This is an optimization exercise on Yosys and OpenROAD, whose aim is small area, not a production implementation. Function was checked by simulation only, so behaviour that the tests miss may differ from the original. The clock port is modelled as an ideal driver, which makes a skipped or thinned clock tree look cheaper than it is; a real chip needs a root buffer or a tree. Power is estimated from default activity; no workload was simulated.

build 9:
## apb_i2c_slave
module apb_i2c_slave #(
  parameter int APB_ADDR_WIDTH = 8
) (
  input  logic                      pclk,
  input  logic                      presetn,
  input  logic [APB_ADDR_WIDTH-1:0] paddr,
  input  logic                      psel,
  input  logic                      penable,
  input  logic                      pwrite,
  input  logic [31:0]               pwdata,
  output logic [31:0]               prdata,
  output logic                      pready,
  output logic                      pslverr,
  input  logic                      scl_i,
  input  logic                      sda_i,
  output logic                      sda_o,
  output logic                      sda_oe,
  output logic                      irq
);
==> flow/config.mk <==
export PLATFORM = sky130hd
export DESIGN_NAME = apb_i2c_slave
export DESIGN_NICKNAME = apb_i2c_slave
export VERILOG_FILES = /design/flow/design.v
export SDC_FILE = /design/flow/constraint.sdc
export NUM_CORES = 4
export LEC_CHECK = 0
export CAP_MARGIN = 20
export CORE_MARGIN = 2
export CORE_UTILIZATION = 40
export SLEW_MARGIN = 20
==> flow/constraint.sdc <==
create_clock -name core_clock -period 10.0 [get_ports {pclk}]
set_input_delay 2.0000 -clock core_clock [delete_from_list [all_inputs] [get_ports {pclk}]]
set_output_delay 2.0000 -clock core_clock [all_outputs]
set_load 0.01 [all_outputs]
standard.sh (not shown) runs the stock make flow with config.mk's settings and CLKGATE_MAP_FILE= SYNTH_SCRIPT=/design/flow/synth_recipe.tcl, a recipe that flattens the netlist after the stock synthesis.
==> flow/flow/run.sh <==
#!/bin/bash
# Standard ORFS layout with the smallest buffer on each port and a small
# hand-built clock tree (flow/cts_hook.tcl) in place of TritonCTS.
set -euo pipefail
HERE=$(cd "$(dirname "$0")" && pwd)
export BUFFER_PORTS_ARGS="-buffer_cell sky130_fd_sc_hd__buf_1"
export PRE_CTS_TCL="$HERE/cts_hook.tcl"
export MANUAL_CTS_CLUSTERS=5
export MANUAL_CTS_BUF=sky130_fd_sc_hd__clkbuf_8
export MANUAL_CTS_ROOT=sky130_fd_sc_hd__clkbuf_4
bash standard.sh > flow_make.log 2>&1
==> flow/flow/cts_hook.tcl <==
# Sourced before CTS: replace TritonCTS with a small clock tree of a few
# clock buffers, each driving one placement cluster of the registers.
source [file join [file dirname [info script]] manual_cts.tcl]
rename clock_tree_synthesis tritoncts_clock_tree_synthesis
proc clock_tree_synthesis { args } {
  manual_cts $::env(MANUAL_CTS_CLUSTERS) $::env(MANUAL_CTS_BUF)
  if {$::env(MANUAL_CTS_ROOT) ne ""} { manual_cts_root $::env(MANUAL_CTS_ROOT) }
  set net [[ord::get_db_block] findNet pclk]
  $net setSigType CLOCK
  foreach it [[ord::get_db_block] getInsts] {
    if {[string match clkbuf_* [$it getName]]} {
      foreach t [$it getITerms] { if {[$t isOutputSignal]} { [$t getNet] setSigType CLOCK } }
    }
  }
}
Other scripts of this flow, unchanged in this note and not shown: flow/flow/manual_cts.tcl
Build 9 completed every stage of the flow, and the final layout passed the timing, DRC and antenna checks.
Edits applied to the flow inputs when going from build 9 to build 8:
-- flow/flow/run.sh --
<<< build 9, line 7
>>> build 8, line 7
export SKIP_REPAIR_TIE_FANOUT=1
export RECOVER_POWER=100
<<< build 9, line 8
export MANUAL_CTS_CLUSTERS=5
export MANUAL_CTS_BUF=sky130_fd_sc_hd__clkbuf_8
export MANUAL_CTS_ROOT=sky130_fd_sc_hd__clkbuf_4
>>> build 8, line 10
export MANUAL_CTS_CLUSTERS=3
export MANUAL_CTS_BUF=sky130_fd_sc_hd__clkbuf_16
export MANUAL_CTS_ROOT=
Completing all stages was not enough for build 8: its layout failed the final checks because of capacitance limit, slew limit. When build 8 is set beside build 9, its design area turns out to be 170 sq um smaller. The lower source-to-sink clock delay at the later pin of the worst-skew pair came out of build 8. Compared with build 9, in build 8 total global-route track usage rose by 0.23 points, number of placed instances with taps included -4.7%, final critical delay including setup and external delays fell 0.12 ns. There was hardly any difference in placed wire-length estimate between build 8 and build 9. Largest cell class by area: multi-input combinational cells -> build 9, sequential cells -> build 8. Delta (build 8 minus build 9): wire length +about 0.4%, die height ~0 delta, share of power burned in combinational logic +0.2 points. Number of core rows essentially unchanged between build 8 and build 9. For sequential power, build 8 and build 9 come out practically identical.
The following lists how build 55 was set up differently from build 8:
Settings: PLACE_DENSITY: unset -> 0.85.
-- flow/flow/run.sh --
<<< build 8, line 3
# hand-built clock tree (flow/cts_hook.tcl) in place of TritonCTS.
>>> build 55, line 3
# hand-built clock tree (flow/cts_hook.tcl) in place of TritonCTS. After
# floorplanning, flow/post_fp.tcl re-maps the logic for area and shares the
# tie cells.
<<< build 8, line 8
export RECOVER_POWER=100
>>> build 55, line 10
export POST_FLOORPLAN_TCL="$HERE/post_fp.tcl"
<<< build 8, line 10
export MANUAL_CTS_CLUSTERS=3
export MANUAL_CTS_BUF=sky130_fd_sc_hd__clkbuf_16
>>> build 55, line 12
export MANUAL_CTS_CLUSTERS=4
export MANUAL_CTS_BUF=sky130_fd_sc_hd__clkbuf_8
==> flow/flow/post_fp.tcl (new file) <==
# Sourced at the end of floorplanning: re-map the logic between registers
# for area with ABC (OpenROAD's restructure), then drive all constant
# outputs of each polarity from one tie cell.
proc my_merge_ties { } {
  set block [ord::get_db_block]
  foreach pin {LO HI} {
    set keep ""
    foreach inst [$block getInsts] {
      if {[[$inst getMaster] getName] ne "sky130_fd_sc_hd__conb_1"} continue
      set it [$inst findITerm $pin]
      set net [$it getNet]
      if {$net eq "NULL" || $net eq ""} continue
      if {$keep eq ""} { set keep $net; continue }
      foreach t [$net getITerms] {
        if {$t eq $it} continue
        $t disconnect
        $t connect $keep
      }
      foreach b [$net getBTerms] {
        $b disconnect
        $b connect $keep
      }
    }
  }
  foreach inst [$block getInsts] {
    if {[[$inst getMaster] getName] ne "sky130_fd_sc_hd__conb_1"} continue
    set used 0
    foreach pin {LO HI} {
      set it [$inst findITerm $pin]
      set net [$it getNet]
      if {$net eq "NULL" || $net eq ""} continue
      if {[llength [$net getITerms]] + [llength [$net getBTerms]] > 1} { set used 1 } else { $it disconnect; odb::dbNet_destroy $net }
    }
    if {!$used} { odb::dbInst_destroy $inst }
  }
}
set my_lib [lindex $::env(LIB_FILES) 0]
file mkdir $::env(OBJECTS_DIR)/rmp
restructure -target area -liberty_file $my_lib \
  -tielo_port sky130_fd_sc_hd__conb_1/LO -tiehi_port sky130_fd_sc_hd__conb_1/HI \
  -work_dir $::env(OBJECTS_DIR)/rmp -abc_logfile $::env(LOG_DIR)/2_1_restructure_abc.log
my_merge_ties
Notes after the runs:
Having completed the whole flow, build 55 delivered a layout that passed the timing, DRC and antenna checks.
Slowest cell on the critical path: sky130_fd_sc_hd__nor2_1 -> build 8, sky130_fd_sc_hd__or3_1 -> build 55
Build 55 ended up with sky130_fd_sc_hd__clkinv_1 as its commonest non-fill, non-tap cell in the layout; build 8 ended up with sky130_fd_sc_hd__dfrtp_1.
Summary of build 55 over build 8: number of cells on the critical path shows an increase of 2; wire length shows an increase of about 5.5%; transition time at the pin with the least slew margin shows a reduction of 2.02 ns.
For build 54, these inputs were changed with respect to build 55:
Settings: PLACE_DENSITY no longer set, was 0.85.
==> flow/flow/run.sh <==
#!/bin/bash
# Standard ORFS layout with the smallest buffer on each port and a small
# hand-built clock tree (flow/cts_hook.tcl) in place of TritonCTS.
set -euo pipefail
HERE=$(cd "$(dirname "$0")" && pwd)
export BUFFER_PORTS_ARGS="-buffer_cell sky130_fd_sc_hd__buf_1"
export PRE_CTS_TCL="$HERE/cts_hook.tcl"
export MANUAL_CTS_CLUSTERS=3
export MANUAL_CTS_BUF=sky130_fd_sc_hd__clkbuf_16
export MANUAL_CTS_ROOT=
bash standard.sh > flow_make.log 2>&1
removed: flow/flow/post_fp.tcl
## What came out
Comparing build 54 and build 55, the lower fraction of power consumed by the clock network was measured on build 55. Going from build 55 to build 54, worst hold margin lower, post-route cell area increased by 320 sq um relative to the old numbers, clock power rose about 20%, total number of vias has decreased. Part of the total power dissipated in combinational logic is higher on build 55.
Changes in build 51 relative to build 54:
-- flow/flow/run.sh --
<<< build 54, line 3
# hand-built clock tree (flow/cts_hook.tcl) in place of TritonCTS.
>>> build 51, line 3
# hand-built clock tree (flow/cts_hook.tcl) in place of TritonCTS. After
# floorplanning, flow/post_fp.tcl re-maps the logic for area and shares the
# tie cells.
<<< build 54, line 7
>>> build 51, line 9
export SKIP_REPAIR_TIE_FANOUT=1
export POST_FLOORPLAN_TCL="$HERE/post_fp.tcl"
==> flow/flow/post_fp.tcl (new file) <==
# Sourced at the end of floorplanning: re-map the logic between registers
# for area with ABC (OpenROAD's restructure), then drive all constant
# outputs of each polarity from one tie cell.
proc my_merge_ties { } {
  set block [ord::get_db_block]
  foreach pin {LO HI} {
    set keep ""
    foreach inst [$block getInsts] {
      if {[[$inst getMaster] getName] ne "sky130_fd_sc_hd__conb_1"} continue
      set it [$inst findITerm $pin]
      set net [$it getNet]
      if {$net eq "NULL" || $net eq ""} continue
      if {$keep eq ""} { set keep $net; continue }
      foreach t [$net getITerms] {
        if {$t eq $it} continue
        $t disconnect
        $t connect $keep
      }
      foreach b [$net getBTerms] {
        $b disconnect
        $b connect $keep
      }
    }
  }
  foreach inst [$block getInsts] {
    if {[[$inst getMaster] getName] ne "sky130_fd_sc_hd__conb_1"} continue
    set used 0
    foreach pin {LO HI} {
      set it [$inst findITerm $pin]
      set net [$it getNet]
      if {$net eq "NULL" || $net eq ""} continue
      if {[llength [$net getITerms]] + [llength [$net getBTerms]] > 1} { set used 1 } else { $it disconnect; odb::dbNet_destroy $net }
    }
    if {!$used} { odb::dbInst_destroy $inst }
  }
}
set my_lib [lindex $::env(LIB_FILES) 0]
file mkdir $::env(OBJECTS_DIR)/rmp
restructure -target area -liberty_file $my_lib \
  -tielo_port sky130_fd_sc_hd__conb_1/LO -tiehi_port sky130_fd_sc_hd__conb_1/HI \
  -work_dir $::env(OBJECTS_DIR)/rmp -abc_logfile $::env(LOG_DIR)/2_1_restructure_abc.log
my_merge_ties
## What came out
Against build 54, the final cell area of build 51 is lower.
Fmax was lower in build 54 than in build 51.
A termination of the worst setup path of prdata[1] is what build 54 shows, while prdata[6] belongs to build 51.
Cell class ranked first by area: sequential cells -> build 51, multi-input combinational cells -> build 54
The wire length after detailed routing reported for build 51 is greater than that of build 54 by 11%.
In every run of this note, the design's own scripts or RTL, not TritonCTS, make the clock network.

==> re-timing with driven ports <==
The flow's constraints put no driver on any port. The routed layouts listed below were extracted and timed again, unchanged, in two steps. Step 1, drivers: a clkbuf_16 drives pclk and a buf_2 each remaining input, both assumed. Step 2 times the ports against the registers' clock, not the clock port: input delays grow and output delays shrink by t, the midpoint of the rising clock arrivals with the driver on. Three values: ideal, step 1, step 2; two values: the first two.
run | shift t [ns] | setup WS [ns] | hold WS [ns] | worst setup path at the end
build 9 | 0.427 | 3.802 / 3.782 / 3.782 | 0.371 / 0.371 / 0.371 | input to output
build 8 | 0.223 | 3.917 / 3.891 / 3.891 | 0.370 / 0.370 / 0.370 | input to output
build 55 | 0.224 | 4.091 / 4.070 / 4.070 | 0.381 / 0.381 / 0.381 | input to output
build 54 | 0.218 | 3.809 / 3.790 / 3.790 | 0.363 / 0.363 / 0.363 | input to output
build 51 | 0.220 | 4.100 / 4.076 / 4.076 | 0.380 / 0.380 / 0.380 | input to output
For build 8, which loses most, drivers alone change the setup slack by -0.026 ns; drivers and shift together by -0.026 ns.
